Background: an optimization exercise with open tools, aiming at small area. Do not read the settings as production practice.
Only simulation tests tie the RTL to the original design; equivalence was not proved.
Power figures rest on the tool's default switching activity, not on a simulated workload.

===== flow/restructure.tcl =====
# Re-map the combinational logic between the registers for area (ABC via OpenROAD).
set rmp_dir $::env(OBJECTS_DIR)/rmp
file mkdir $rmp_dir
set_dont_use $::env(DONT_USE_CELLS)
restructure -target area -liberty_file [lindex $::env(LIB_FILES) 0] \
  -tielo_port sky130_fd_sc_hd__conb_1/LO -tiehi_port sky130_fd_sc_hd__conb_1/HI \
  -work_dir $rmp_dir -abc_logfile $::env(LOG_DIR)/2_1_restructure_abc.log

# The 4-way AND-OR reads of the slots: a222oi + 2 nand2 instead of a22o + a221o.
source [file join [file dirname [info script]] aoi.tcl]
aoi_remap

===== flow/run.sh =====
#!/bin/bash
# The standard ORFS layout (standard.sh) with area-oriented changes:
#  - after floorplan, the combinational logic is re-mapped for area (restructure.tcl,
#    then aoi.tcl re-maps the 4-way AND-OR reads)
#  - before repair_design, every combinational cell takes its smallest
#    equivalent size (downsize.tcl); repair_design then fixes slew/cap
#  - ports are buffered with buf_1
#  - the clock tree uses clkbuf_4 leaf clusters and no dummy loads
# make's full output goes to standard.log; ORFS keeps each step's log under orfs/logs.
set -e
here=$(pwd)
export POST_FLOORPLAN_TCL=$here/flow/restructure.tcl
export PRE_RESIZE_TCL=$here/flow/downsize.tcl
export BUFFER_PORTS_ARGS="-buffer_cell sky130_fd_sc_hd__buf_1"
export CTS_ARGS="-sink_clustering_enable -repair_clock_nets -dont_use_dummy_load -buf_list {sky130_fd_sc_hd__clkbuf_4} -sink_clustering_size 11 -sink_clustering_max_diameter 60"
bash standard.sh CORE_UTILIZATION=60 SLEW_MARGIN=5 CAP_MARGIN=5 finish > standard.log 2>&1

===== constraint.sdc =====
create_clock -name core_clock -period 8.0 [get_ports {clk}]
set_input_delay 1.6000 -clock core_clock [delete_from_list [all_inputs] [get_ports {clk}]]
set_output_delay 1.6000 -clock core_clock [all_outputs]
set_load 0.01 [all_outputs]

===== config.mk =====
export PLATFORM = sky130hd
export DESIGN_NAME = fifo
export DESIGN_NICKNAME = fifo
export VERILOG_FILES = /design/flow/design.v
export SDC_FILE = /design/flow/constraint.sdc
export NUM_CORES = 4
export LEC_CHECK = 0
export CAP_MARGIN = 20
export CORE_MARGIN = 2
export CORE_UTILIZATION = 40
export SLEW_MARGIN = 20

===== flow/downsize.tcl =====
# Give every combinational cell its smallest equivalent; repair_design runs next.
sta::make_equiv_cells [get_libs *]
set n 0
foreach inst [get_cells *] {
  set lc [get_lib_cells -of_objects $inst]
  if {$lc eq "NULL" || $lc eq ""} continue
  set nm [get_name $lc]
  if {[string match "*df*" $nm] || [string match "*dl*" $nm]} continue
  set best $lc
  set ba [get_property $lc area]
  foreach c [sta::find_equiv_cells $lc] {
    if {$c eq "NULL" || $c eq ""} continue
    set cn [get_name $c]
    if {[lsearch -exact $::env(DONT_USE_CELLS) $cn] >= 0} continue
    if {[string match "*lpflow*" $cn] || [string match "*probe*" $cn]} continue
    set a [get_property $c area]
    if {$a < $ba} { set best $c; set ba $a }
  }
  if {$best != $lc} { replace_cell $inst $best; incr n }
}
puts "downsize: resized $n instances"

===== design.v =====
`timescale 1ns/100ps
module sync_fifo (in,out,clk,rst,is_full,is_empty,rd_en,wr_en,x_dest,y_dest);
	parameter depth=4, data_width=8,nbit=$clog2(depth),addr_width=3;
	localparam W = data_width+2*addr_width;
	input [W-1:0] in;
	output [addr_width-1:0] x_dest;
	output [addr_width-1:0] y_dest;
	output [W-1:0] out;
	input clk;
	input rst;
	output reg is_full;
	output reg is_empty;
	input rd_en;
	input wr_en;
	reg [W-1:0] mem [0:depth-1];
	reg [1:0] head;
	reg [1:0] tail;
	reg [3:0] prv;
	wire wa = wr_en & ~is_full;
	wire ra = rd_en & ~is_empty;
	wire [1:0] head_inc = {head[0], ~head[1]};
	wire [1:0] tail_inc = {tail[0], ~tail[1]};
	wire [3:0] front = {tail == 2'b10, tail == 2'b11, tail == 2'b01, tail == 2'b00};
	wire [3:0] wslot = {head == 2'b10, head == 2'b11, head == 2'b01, head == 2'b00};
	genvar k;
	generate for (k = 0; k < 4; k = k + 1) begin : g_slot
		always @(posedge clk)
			if (wa && wslot[k])
				mem[k] <= in;
	end endgenerate
	wire [W-1:0] head_flit;
	assign head_flit = ({W{front[0]}} & mem[0]) | ({W{front[1]}} & mem[1]) |
	                   ({W{front[2]}} & mem[2]) | ({W{front[3]}} & mem[3]);
	assign out = ({W{prv[0]}} & mem[0]) | ({W{prv[1]}} & mem[1]) |
	             ({W{prv[2]}} & mem[2]) | ({W{prv[3]}} & mem[3]);
	assign x_dest = head_flit[data_width+addr_width-1:data_width];
	assign y_dest = head_flit[W-1:data_width+addr_width];
	always @(posedge clk) begin
		if (rst) begin
			head <= 2'b00;
			tail <= 2'b00;
			prv <= 4'b0000;
			is_empty <= 1'b1;
			is_full <= 1'b0;
		end
		else begin
			prv <= front;
			if (wa)
				head <= head_inc;
			if (ra)
				tail <= tail_inc;
			if (wa && !ra) begin
				is_empty <= 1'b0;
				is_full <= (head_inc == tail);
			end
			else if (ra && !wa) begin
				is_full <= 1'b0;
				is_empty <= (tail_inc == head);
			end
		end
	end
endmodule
module fifo (in,out,clk,rst,rd_en,wr_en,is_full,is_empty,x_dest,y_dest);
	parameter n_input=5, data_width=8, addr_width=3;
	input [n_input*(data_width+2*addr_width)-1:0] in;
	input [n_input-1:0] rd_en;
	input [n_input-1:0] wr_en;
	input clk;
	input rst;
	output [n_input*(data_width+2*addr_width)-1:0] out;
	output [n_input-1:0] is_full;
	output [n_input-1:0] is_empty;
	output [n_input*addr_width-1:0] x_dest;
	output [n_input*addr_width-1:0] y_dest;
	localparam W = data_width+2*addr_width;
	genvar i;
	generate for (i = 0; i < n_input; i = i + 1) begin : g_ch
		sync_fifo ch (.in(in[i*W +: W]),.out(out[i*W +: W]),.clk(clk),.rst(rst),.is_full(is_full[i]),.is_empty(is_empty[i]),.rd_en(rd_en[i]),.wr_en(wr_en[i]),.x_dest(x_dest[i*addr_width +: addr_width]),.y_dest(y_dest[i*addr_width +: addr_width]));
	end endgenerate
endmodule

===== standard.sh =====
#!/bin/bash
# synth_recipe.tcl (not shown) runs the flow's synth.tcl, then flattens the netlist and writes it again
# the make line also repeats each setting of config.mk as NAME=value (left out here)
make -C /OpenROAD-flow-scripts/flow DESIGN_CONFIG=/design/flow/config.mk WORK_HOME=/design/flow/orfs CLKGATE_MAP_FILE= SYNTH_SCRIPT=/design/flow/synth_recipe.tcl "${@:-finish}"

===== flow/aoi.tcl =====
# Re-map each 4-way AND-OR built as a22o_1 -> a221o_1 (the a22o output used only by
# the a221o's C1 input) into a222oi_1 + two nand2_1:
#   X = A1A2 | B1B2 | (C:A1A2 | C:B1B2)
#     = nand2(a222oi(A1A2, B1B2, C:A1A2), nand2(C:B1, C:B2))
proc aoi_remap {} {
  set db [ord::get_db]
  set blk [ord::get_db_block]
  set m222 [$db findMaster sky130_fd_sc_hd__a222oi_1]
  set mnd [$db findMaster sky130_fd_sc_hd__nand2_1]
  set n 0
  foreach inst [$blk getInsts] {
    if {[[$inst getMaster] getName] ne "sky130_fd_sc_hd__a221o_1"} continue
    set cnet [[$inst findITerm C1] getNet]
    if {$cnet eq "NULL"} continue
    if {[llength [$cnet getBTerms]] != 0} continue
    set its [$cnet getITerms]
    if {[llength $its] != 2} continue
    set drv ""
    foreach it $its { if {[$it isOutputSignal]} { set drv [$it getInst] } }
    if {$drv eq "" || [[$drv getMaster] getName] ne "sky130_fd_sc_hd__a22o_1"} continue
    set xnet [[$inst findITerm X] getNet]
    foreach p {A1 A2 B1 B2} { set o($p) [[$inst findITerm $p] getNet]; set d($p) [[$drv findITerm $p] getNet] }
    set nm [$inst getName]
    set y1 [odb::dbNet_create $blk "${nm}_aoi_y1"]
    set y2 [odb::dbNet_create $blk "${nm}_aoi_y2"]
    set g1 [odb::dbInst_create $blk $m222 "${nm}_aoi_g1"]
    set g2 [odb::dbInst_create $blk $mnd "${nm}_aoi_g2"]
    set g3 [odb::dbInst_create $blk $mnd "${nm}_aoi_g3"]
    odb::dbInst_destroy $inst
    odb::dbInst_destroy $drv
    odb::dbNet_destroy $cnet
    [$g1 findITerm A1] connect $o(A1); [$g1 findITerm A2] connect $o(A2)
    [$g1 findITerm B1] connect $o(B1); [$g1 findITerm B2] connect $o(B2)
    [$g1 findITerm C1] connect $d(A1); [$g1 findITerm C2] connect $d(A2)
    [$g1 findITerm Y] connect $y1
    [$g2 findITerm A] connect $d(B1); [$g2 findITerm B] connect $d(B2)
    [$g2 findITerm Y] connect $y2
    [$g3 findITerm A] connect $y1; [$g3 findITerm B] connect $y2
    [$g3 findITerm Y] connect $xnet
    incr n
  }
  puts "aoi_remap: re-mapped $n AND-OR pairs"
}

==> impl_metrics.py, run 1 <==
metrics = {
    "placed_design": {
        "place_congestion": 0.807,
        "placement.io_buffers": 191,
        "placed_area_um2": 13200,
        "hpwl_mm": 16.8,
    },
    "cells_and_area": {
        "fin_nets": 1109,
        "utilization": 0.645,
        "drive_gt1_frac": 0.0351,
        "fillCellCount": 1640,
        "final_area_um2": 13500,
        "area_delta_synth_final_pct": 6.20,
    },
    "clock_network": {
        "cts_setup_buffers": 0,
        "ctsHoldBuffers": 0,
        "cts-resized-gates": 0,
        "cts_tree": "built",
        "clockBufferDepth": 3,
        "path_clk_slew_ns": 0.12,
        "cts_made_buffers": 35,
        "h-tree-depth": 2,
        "cts-root-buf": "clkbuf_4",
        "clkSinkCount": 330,
        "clkLatencyLatePin_ns": 0.63,
    },
    "logic_synthesis": {
        "synth.largest_area_cell": "edfxtp_1",
        "synth_fa_ha_area_frac": 0.00493,
        "synth_xor_area_frac": 0.00986,
        "ys_dominant_reg_cell": "edfxtp_1",
        "ys.warnings.count": 2,
        "synth_top_family_by_area": "compound AO/OA/AOI/OAI gates",
        "async_flop_share": 0,
        "ys_ff_latch": 330,
        "synthMuxAreaShare": 0.0632,
        "synthSimpleGateAreaFrac": 0.0637,
        "synth_top_area_share": 0.663,
        "synth.most_common_cell": "edfxtp_1",
        "synthCells": 762,
        "synth.avg_cell_area_um2": 16.6,
        "yosysUniqueCellTypes": 32,
        "synth_nets": 849,
        "synth_compound_area_frac": 0.0956,
        "synth_edf_count": 280,
        "ys_seq_area_frac": 0.742,
        "synth_area_leaders": "edfxtp_1 (66%), a22oi_1 (8.3%), dfxtp_1 (7.9%)",
        "synthTopCellsByCount": "edfxtp_1 (280), a22oi_1 (140), nand2_1 (85), dfxtp_1 (50), clkbuf_1 (25)",
        "synth_area_um2": 12700,
    },
    "hold_path": {
        "min_path_type": "flop to flop",
    },
    "drt": {
        "drc": 0,
        "vias": 8081,
        "drt-wirelength-per-cell_um": 20.7,
        "dr.pass1.iters": 6,
        "postRouteAntennaNets": 0,
        "post_drt_via_cell_ratio": 6.21,
        "drtIter0Drc": 841,
        "totalWireLength_mm": 27.0,
    },
    "floorplanning": {
        "die_x_um": 149,
        "coreArea_um2": 20900,
        "ioPinCount": 192,
        "die_area_um2": 22300,
        "fp.dieH_um": 149,
        "initial_core_util": 0.607,
        "fp-row-count": 53,
    },
    "sta": {
        "setup_viol": 0,
        "finalMaxSlewViolations": 0,
        "fin_crit_ns": 4.34,
        "slew_headroom": 0.330,
        "finalHoldViolCount": 0,
        "fin_tns_setup_ns": 0,
        "fmax_mhz": 230,
        "skew_ns": 0.0303,
        "period_share": 0.542,
        "tightest_slew_ns": 1.01,
        "rsz0062_at_grt": "false",
    },
    "power_and_ir_drop": {
        "max-vdd-ir-drop_v": 0.000140,
        "p_per_area_nw_per_um2": 222,
        "leakage_nw": 4.36,
    },
    "run_status": {
        "status": "finished clean",
    },
    "worst_setup_path": {
        "crit_chain": "clkinv_1 > a221oi_1 > a21oi_1 > buf_1",
        "slowest_stage": "dfxtp_1",
        "crit_family": "buffers and inverters",
        "worst-path-buf-inv": 2,
        "required_ns": 6.40,
        "worst_setup_path_end_kind": "primary output",
        "cp.arrival_ns": 2.74,
        "start_kind": "flop",
        "worstPathMaxFanout": 17,
        "path_class": "flop to primary output",
        "critPathMaxStageDelay_ns": 0.75,
    },
    "global_route": {
        "antenna_found_initial": 3,
        "overflow": 0,
        "grt_max_degree": 42,
        "grt_first_pass_wirelength_mm": 40.7,
        "grt_pass1_vias": 7825,
        "gr-usage-all-layers": 0.237,
    },
    "flow_run": {
        "drv_cap": 0,
    },
}
==> cell type report <==
class	count	area, um^2	share of cell area
Antenna cell	2	5.00	0.000372
Multi-Input combinational cell	408	2500	0.186
Inverter	41	154	0.0114
Tap cell	275	344	0.0255
Clock buffer	35	263	0.0195
Sequential cell	330	9410	0.698
Timing Repair Buffer	211	793	0.0589
==> final timing paths <==
check	slack (ns)	from	end	depth (start not counted)
setup / recovery	3.66	g_ch[2].ch.tail[1]$_SDFFE_PP0P_	x_dest[8]	4
hold / removal	0.49	g_ch[1].ch.tail[0]$_SDFFE_PP0P_	g_ch[1].ch.prv[3]$_SDFF_PP0_	1
setup reg to reg	5.91	g_ch[2].ch.tail[1]$_SDFFE_PP0P_	g_ch[2].ch.is_full$_SDFFE_PP0P_	4
hold reg to reg	0.49	g_ch[1].ch.tail[0]$_SDFFE_PP0P_	g_ch[1].ch.prv[3]$_SDFF_PP0_	1
==> routing by layer <==
layer  up-vias  global-route usage  part of all wire
met2       394               0.377              0.48
li1       3733                   -                 -
met1      3893               0.322              0.40
met5         -                   0           0.00048
met4         2              0.0824             0.023
met3        59              0.0596             0.099
==> sequential cells by signal, indices dropped and copies added, names as in the netlist <==
name              count
g_ch.ch.is_full       5
g_ch.ch.prv          20
g_ch.ch.tail         10
g_ch.ch.head         10
g_ch.ch.mem         280
g_ch.ch.is_empty      5
==> report_power, final <==
part	internal [mW]	total, mW	switching, mW
registers	1.95	2.02	0.0629
clock network	0.204	0.669	0.466
logic	0.101	0.304	0.203
total	2.26	2.99	0.732
==> cells by family (layout without fill, tap and decap cells) <==
logic type	count (synthesis)	count (layout)
flip-flops	330	330
adder cells (fa/ha/maj)	5	0
AO/OA/AOI/OAI	168	200
AND/OR/NAND/NOR	163	208
buffers and inverters	49	287
other	0	2
multiplexers	37	0
XOR/XNOR	10	0
==> layout by cell type (no fill, tap or decap) <==
| cell type | n |
|---|---|
| a21oi_1 | 30 |
| a221oi_1 | 48 |
| a222oi_1 | 70 |
| a22oi_1 | 31 |
| buf_1 | 190 |
| clkbuf_1 | 20 |
| clkbuf_2 | 1 |
| clkbuf_4 | 35 |
| clkinv_1 | 41 |
| dfxtp_1 | 50 |
| diode_2 | 2 |
| edfxtp_1 | 280 |
| nand2_1 | 150 |
| nand3_1 | 1 |
| nand4_1 | 5 |
| nor2_1 | 9 |
| nor3_1 | 38 |
| nor4_1 | 5 |
| o211ai_1 | 5 |
| o21a_1 | 6 |
| o22ai_1 | 10 |
==> per-stage QoR <==
step | power, mW | std cells | hold slack (ns) | worst slack [ns]
6_report | 2.99 | 1302 | 0.493 | 3.66
5_1_grt | 3.12 | 1301 | 0.535 | 3.35
4_1_cts | 3.02 | 1300 | 0.503 | 3.61
3_5_place_dp | 2.36 | 1265 | 0.486 | 4.33
3_3_place_gp | 2.35 | 1265 | 0.482 | 4.42
2_1_floorplan | 2.18 | 762 | 0.440 | 4.58
==> run 2: changes to the inputs <==
--- a/flow/run.sh
+++ b/flow/run.sh
@@ -12,5 +12,5 @@
 export POST_FLOORPLAN_TCL=$here/flow/restructure.tcl
 export PRE_RESIZE_TCL=$here/flow/downsize.tcl
 export BUFFER_PORTS_ARGS="-buffer_cell sky130_fd_sc_hd__buf_1"
-export CTS_ARGS="-sink_clustering_enable -repair_clock_nets -dont_use_dummy_load -buf_list {sky130_fd_sc_hd__clkbuf_4} -sink_clustering_size 11 -sink_clustering_max_diameter 60"
+export CTS_ARGS="-sink_clustering_enable -repair_clock_nets -dont_use_dummy_load -buf_list {sky130_fd_sc_hd__clkbuf_4} -sink_clustering_size 10 -sink_clustering_max_diameter 60"
 bash standard.sh CORE_UTILIZATION=60 SLEW_MARGIN=5 CAP_MARGIN=5 finish > standard.log 2>&1
==> run 2 against run 1 <==
Against the previous run:
- non-clock buffer count did not move
- largest power group unchanged
- register-to-register slack lost 0.02 ns
- first-iteration DRC count decreased by 3.8%
==> impl_metrics.py, run 2 <==
metrics = {
    "run_status": {
        "status": "finished clean",
    },
    "hold_path": {
        "min_path_type": "flop to flop",
        "min_path_cells": 1,
        "hp-start": "g_ch[1].ch.tail[0]$_SDFFE_PP0P_",
        "hold-path-endpoint": "g_ch[1].ch.prv[0]$_SDFF_PP0_",
    },
    "logic_synthesis": {
        "synth_fa_ha_area_frac": 0.00493,
        "synth_compound_area_frac": 0.0956,
        "ys_ff_latch": 330,
        "synthMuxAreaShare": 0.0632,
        "yosysUniqueCellTypes": 32,
        "synth_nets": 849,
        "synth_area_um2": 12700,
        "ys_dominant_reg_cell": "edfxtp_1",
        "synthTopCellsByCount": "edfxtp_1 (280), a22oi_1 (140), nand2_1 (85), dfxtp_1 (50), clkbuf_1 (25)",
        "synth_xor_area_frac": 0.00986,
        "synth_top_area_share": 0.663,
        "synth.largest_area_cell": "edfxtp_1",
        "synth.most_common_cell": "edfxtp_1",
        "synth_area_leaders": "edfxtp_1 (66%), a22oi_1 (8.3%), dfxtp_1 (7.9%)",
        "synthSimpleGateAreaFrac": 0.0637,
        "async_flop_share": 0,
        "ys_seq_area_frac": 0.742,
        "synthCells": 762,
        "synth_top_family_by_area": "compound AO/OA/AOI/OAI gates",
        "ys.warnings.count": 2,
        "synth.avg_cell_area_um2": 16.6,
        "synth_edf_count": 280,
    },
    "placed_design": {
        "place_congestion": 0.807,
        "placement.io_buffers": 191,
        "dp_cells": 1265,
        "placed_area_um2": 13200,
        "place_ws_ns": 4.33,
        "hpwl_mm": 16.8,
    },
    "clock_network": {
        "cts_made_buffers": 38,
        "cts-resized-gates": 0,
        "clkSinkCount": 330,
        "clockBufferDepth": 3,
        "clkLatencyLatePin_ns": 0.64,
        "h-tree-depth": 2,
        "path_clk_slew_ns": 0.10,
        "ctsHoldBuffers": 0,
        "cts_setup_buffers": 0,
        "cts-root-buf": "clkbuf_4",
        "cts_tree": "built",
    },
    "drt": {
        "postRouteAntennaNets": 0,
        "route.layer.met1.wl_mm": 11.1,
        "top_layer": "met4",
        "drt-wirelength-per-cell_um": 20.7,
        "wl_met2_mm": 13.1,
        "drc": 0,
        "post_drt_via_cell_ratio": 6.22,
        "wl_met3_mm": 2.43,
        "vias": 8126,
        "drtIter0Drc": 809,
        "dr.pass1.iters": 5,
        "totalWireLength_mm": 27.1,
    },
    "cells_and_area": {
        "area_delta_synth_final_pct": 6.40,
        "top_regs": "g_ch.ch.mem x280, g_ch.ch.prv x20",
        "final_area_um2": 13500,
        "fin_cells": 1306,
        "largest-register": "g_ch.ch.mem",
        "final_cell_mix": "edfxtp_1 (280), buf_1 (190), nand2_1 (150), a222oi_1 (70), dfxtp_1 (50)",
        "layout_commonest_cell": "edfxtp_1",
        "fin_nets": 1112,
        "largest_register_ffs": 280,
        "drive_gt1_frac": 0.0379,
    },
    "sta": {
        "finalMaxSlewViolations": 0,
        "fin_ws_ns": 3.69,
        "rsz0062_at_grt": "false",
        "fin_crit_ns": 4.31,
        "setup_viol": 0,
        "fmax_mhz": 232,
        "slew_headroom": 0.334,
        "fin_tns_setup_ns": 0,
        "finalHoldViolCount": 0,
        "period_share": 0.539,
        "tightest_slew_ns": 0.999,
        "skew_ns": 0.0270,
    },
    "global_route": {
        "gr-usage-all-layers": 0.237,
        "overflow": 0,
        "grt_first_pass_wirelength_mm": 40.8,
        "antenna_found_initial": 3,
        "grt_max_degree": 42,
        "grt_pass1_vias": 7821,
    },
    "worst_setup_path": {
        "reg2reg_to": "g_ch[2].ch.is_full$_SDFFE_PP0P_",
        "cp.arrival_ns": 2.71,
        "r2r_cells": 4,
        "start_kind": "flop",
        "required_ns": 6.40,
        "worst_setup_path_end_kind": "primary output",
        "r2r_start": "g_ch[2].ch.tail[1]$_SDFFE_PP0P_",
        "path_class": "flop to primary output",
        "worstPathMaxFanout": 17,
        "r2r_slack_ns": 5.89,
    },
    "power_and_ir_drop": {
        "p_per_area_nw_per_um2": 223,
        "max-vdd-ir-drop_v": 0.000135,
        "fin_total_pwr_mw": 3.01,
        "leakage_nw": 4.37,
    },
    "floorplanning": {
        "fp.dieH_um": 149,
        "die_x_um": 149,
        "die_area_um2": 22300,
        "coreArea_um2": 20900,
        "initial_core_util": 0.607,
        "fp-row-count": 53,
        "ioPinCount": 192,
    },
    "flow_run": {
        "drv_cap": 0,
    },
}
## run 2: layout make-up
type	instances	area (um^2)
repair buffers	211	793
fillers	1631	7390
flip-flops and latches	330	9410
clock buffers	38	285
diodes	3	7.51
inverters	41	154
well taps	275	344
multi-input cells	408	2500
## run 2: critical path: stages (launching register included)
cell and delay (ns):
dfxtp_1 0.75, clkinv_1 0.63, a221oi_1 0.42, a21oi_1 0.13
buf_1 0.17
## run 2: kinds of logic after synthesis
kind of cell	after synthesis
compound gates	168
simple gates	163
mux	37
buf+inv	49
xor+xnor	10
fa+ha+maj	5
flops	330
## run 2: power by group
part,internal (mW),switching [mW],total [mW]
Combinational,0.100,0.204,0.304
Clock,0.220,0.473,0.693
Sequential,1.95,0.0630,2.02
Total,2.27,0.740,3.01
## run 2: metal layers
metal / vias to the layer above / global-route usage
met5: - / 0
met4: 0 / 0.0795
met3: 53 / 0.0624
met2: 370 / 0.377
met1: 3961 / 0.322
li1: 3742 / -
## run 2: how the worst max path moves through the flow
| stage | start | endpoint | slack [ns] | cells after the start |
|---|---|---|---|---|
| 3_3_place_gp | g_ch[2].ch.tail[1]$_SDFFE_PP0P_ | x_dest[8] | 4.42 | 4 |
| 5_1_grt | g_ch[2].ch.tail[1]$_SDFFE_PP0P_ | x_dest[8] | 3.41 | 4 |
| 6_report | g_ch[2].ch.tail[1]$_SDFFE_PP0P_ | x_dest[8] | 3.69 | 4 |
| 2_1_floorplan | wr_en[1] | g_ch[1].ch.mem[0][0]$_DFFE_PP_ | 4.58 | 2 |
| 4_1_cts | g_ch[2].ch.tail[1]$_SDFFE_PP0P_ | x_dest[6] | 3.63 | 4 |
| 3_5_place_dp | g_ch[2].ch.tail[1]$_SDFFE_PP0P_ | x_dest[6] | 4.33 | 4 |
## run 2: stage by stage
step           utilization  hold slack [ns]
6_report             0.646            0.505
3_5_place_dp         0.632            0.486
2_1_floorplan            -            0.440
3_3_place_gp         0.640            0.482
5_1_grt              0.646            0.529
4_1_cts              0.646            0.503
==> run 3: changes to the inputs <==
--- a/flow/run.sh
+++ b/flow/run.sh
@@ -13,4 +13,4 @@
 export PRE_RESIZE_TCL=$here/flow/downsize.tcl
 export BUFFER_PORTS_ARGS="-buffer_cell sky130_fd_sc_hd__buf_1"
 export CTS_ARGS="-sink_clustering_enable -repair_clock_nets -dont_use_dummy_load -buf_list {sky130_fd_sc_hd__clkbuf_4} -sink_clustering_size 10 -sink_clustering_max_diameter 60"
-bash standard.sh CORE_UTILIZATION=60 SLEW_MARGIN=5 CAP_MARGIN=5 finish > standard.log 2>&1
+bash standard.sh CORE_UTILIZATION=60 SLEW_MARGIN=5 CAP_MARGIN=5 PLACE_DENSITY=0.75 finish > standard.log 2>&1
==> run 3 against run 2 <==
Against the previous run:
- via count decreased by 0.52%
- non-clock buffer count did not move
- worst hold slack got worse by 0.0090 ns
- clock skew is 0.0029 ns higher
- clock-buffer cell count unchanged
- cell count fell by 0.15%
- clock power grew 1%
- highest routed layer unchanged
- register-to-register slack about the same
- still clean
- sequential power is essentially flat
- synthesized area is the same
- combinational power about the same
- first-iteration DRC count up 2.8%
==> impl_metrics.py, run 3 <==
metrics = {
    "global_route": {
        "grt_pass1_vias": 7881,
        "gr-usage-all-layers": 0.230,
        "antenna_found_initial": 1,
        "grt_first_pass_wirelength_mm": 39.9,
        "overflow": 0,
        "grt_max_degree": 42,
    },
    "cells_and_area": {
        "top_regs": "g_ch.ch.mem x280, g_ch.ch.prv x20",
        "largest-register": "g_ch.ch.mem",
        "drive_gt1_frac": 0.0379,
        "final_cell_mix": "edfxtp_1 (280), buf_1 (190), nand2_1 (150), a222oi_1 (70), dfxtp_1 (50)",
        "largest_register_ffs": 280,
        "layout_commonest_cell": "edfxtp_1",
        "area_delta_synth_final_pct": 6.36,
        "utilization": 0.646,
        "fin_nets": 1112,
    },
    "run_status": {
        "status": "finished clean",
    },
    "drt": {
        "wl_met3_mm": 2.21,
        "drt-wirelength-per-cell_um": 20.1,
        "route.layer.met1.wl_mm": 10.4,
        "drc": 0,
        "post_drt_via_cell_ratio": 6.20,
        "top_layer": "met4",
        "postRouteAntennaNets": 0,
        "totalWireLength_mm": 26.2,
        "wl_met2_mm": 13.0,
        "vias": 8084,
        "dr.pass1.iters": 9,
        "drtIter0Drc": 832,
    },
    "logic_synthesis": {
        "synth.largest_area_cell": "edfxtp_1",
        "synth_edf_count": 280,
        "synth_top_area_share": 0.663,
        "ys_dominant_reg_cell": "edfxtp_1",
        "ys.warnings.count": 2,
        "synth.avg_cell_area_um2": 16.6,
        "synth_area_um2": 12700,
        "synth_area_leaders": "edfxtp_1 (66%), a22oi_1 (8.3%), dfxtp_1 (7.9%)",
        "synth.most_common_cell": "edfxtp_1",
        "synthTopCellsByCount": "edfxtp_1 (280), a22oi_1 (140), nand2_1 (85), dfxtp_1 (50), clkbuf_1 (25)",
        "ys_seq_area_frac": 0.742,
        "synth_nets": 849,
        "ys_ff_latch": 330,
        "synthCells": 762,
        "yosysUniqueCellTypes": 32,
        "async_flop_share": 0,
    },
    "sta": {
        "hold_ws_ns": 0.496,
        "period_share": 0.545,
        "finalMaxSlewViolations": 0,
        "fin_ws_ns": 3.64,
        "setup_viol": 0,
        "slew_headroom": 0.355,
        "skew_ns": 0.0299,
        "fmax_mhz": 229,
        "finalHoldViolCount": 0,
        "tightest_slew_ns": 0.967,
        "rsz0062_at_grt": "false",
        "fin_crit_ns": 4.36,
        "fin_tns_setup_ns": 0,
    },
    "worst_setup_path": {
        "worst_setup_path_end_kind": "primary output",
        "cp.arrival_ns": 2.76,
        "worstPathMaxFanout": 17,
        "r2r_cells": 4,
        "path_class": "flop to primary output",
        "required_ns": 6.40,
        "start_kind": "flop",
    },
    "hold_path": {
        "min_path_type": "flop to flop",
        "min_path_cells": 1,
    },
    "flow_run": {
        "drv_cap": 0,
    },
    "clock_network": {
        "h-tree-depth": 2,
        "clockBufferDepth": 3,
        "cts_tree": "built",
        "cts-resized-gates": 0,
        "cts_setup_buffers": 0,
        "path_clk_slew_ns": 0.11,
        "clkLatencyLatePin_ns": 0.64,
        "cts_made_buffers": 38,
        "ctsHoldBuffers": 0,
        "clkSinkCount": 330,
        "cts-root-buf": "clkbuf_4",
    },
    "power_and_ir_drop": {
        "fin_total_pwr_mw": 3.02,
        "max-vdd-ir-drop_v": 0.000145,
        "p_per_area_nw_per_um2": 224,
        "leakage_nw": 4.37,
    },
    "floorplanning": {
        "coreArea_um2": 20900,
        "ioPinCount": 192,
        "fp-row-count": 53,
        "initial_core_util": 0.607,
        "die_area_um2": 22300,
        "die_x_um": 149,
        "fp.dieH_um": 149,
    },
    "placed_design": {
        "place_ws_ns": 4.36,
        "placement.io_buffers": 191,
        "place_congestion": 0.801,
        "hpwl_mm": 16.2,
    },
}
==> run 3: cell counts after synthesis <==
No cell type changed its count.
==> run 3: layout make-up <==
type                            instances  area (um^2)
Tap cell                              275          344
Timing Repair Buffer                  211          793
Clock buffer                           38          285
Multi-Input combinational cell        408         2500
Sequential cell                       330         9410
Antenna cell                            1         2.50
Fill cell                            1540         7400
Inverter                               41          154
==> run 3: kinds of logic after synthesis <==
| kind of cell | after synthesis | synth area share |
|---|---|---|
| multiplexers | 37 | 0.0632 |
| AO/OA/AOI/OAI | 168 | 0.0956 |
| AND/OR/NAND/NOR | 163 | 0.0637 |
| XOR/XNOR | 10 | 0.00986 |
| adder cells (fa/ha/maj) | 5 | 0.00493 |
| buffers and inverters | 49 | 0.0209 |
| flip-flops | 330 | 0.742 |
==> run 3: worst paths after layout <==
kind / startpoint / to / slack [ns]
worst max-delay path: g_ch[1].ch.tail[1]$_SDFFE_PP0P_ / y_dest[3] / 3.64
worst min-delay path: g_ch[0].ch.tail[0]$_SDFFE_PP0P_ / g_ch[0].ch.prv[0]$_SDFF_PP0_ / 0.50
worst min register to register: g_ch[0].ch.tail[0]$_SDFFE_PP0P_ / g_ch[0].ch.prv[0]$_SDFF_PP0_ / 0.50
worst max register to register: g_ch[1].ch.tail[1]$_SDFFE_PP0P_ / g_ch[1].ch.is_full$_SDFFE_PP0P_ / 5.89
==> run 3: through the flow <==
stage / instances / area (um^2)
global placement: 1265 / 13400
floorplan: 762 / 12700
finish: 1304 / 13500
global route: 1304 / 13500
detailed placement: 1265 / 13200
CTS: 1303 / 13500
==> run 3: layer usage <==
metal	GRT usage	up-vias
li1	-	3748
met1	0.296	3910
met2	0.383	370
met3	0.0587	56
met4	0.0819	0
met5	0	-
==> run 3: critical path: stages, from the launching register on <==
cell      delay, ns
dfxtp_1        0.77
clkinv_1       0.63
a221oi_1       0.45
a21oi_1        0.10
buf_1          0.16
==> run 3: power by group <==
part           switching (mW)  internal, mW
logic                   0.202         0.101
registers              0.0618          1.95
clock network           0.479         0.220
total                   0.744          2.27

==> what the ideal ports hide <==
The flow's constraints put no driver on any port. The routed layouts listed below were extracted and timed again, unchanged, in two steps. Step 1 assumes that a clkbuf_16 drives the clock port and a buf_2 every other input. Step 2 times the ports against the registers' clock, not the clock port: input delays grow and output delays shrink by t, the midpoint of the rising clock arrivals with the driver on. Three values: no drivers, after step 1, after step 2; two values: the first two.
run	t (ns)	setup WS [ns]	latest minus earliest clock arrival (ns)
run 1	0.656	3.660 / 3.618 / 4.274	0.041 / 0.040
run 2	0.665	3.686 / 3.644 / 4.308	0.034 / 0.035
run 3	0.663	3.642 / 3.601 / 4.264	0.029 / 0.030
After both steps every run listed still meets setup and hold.
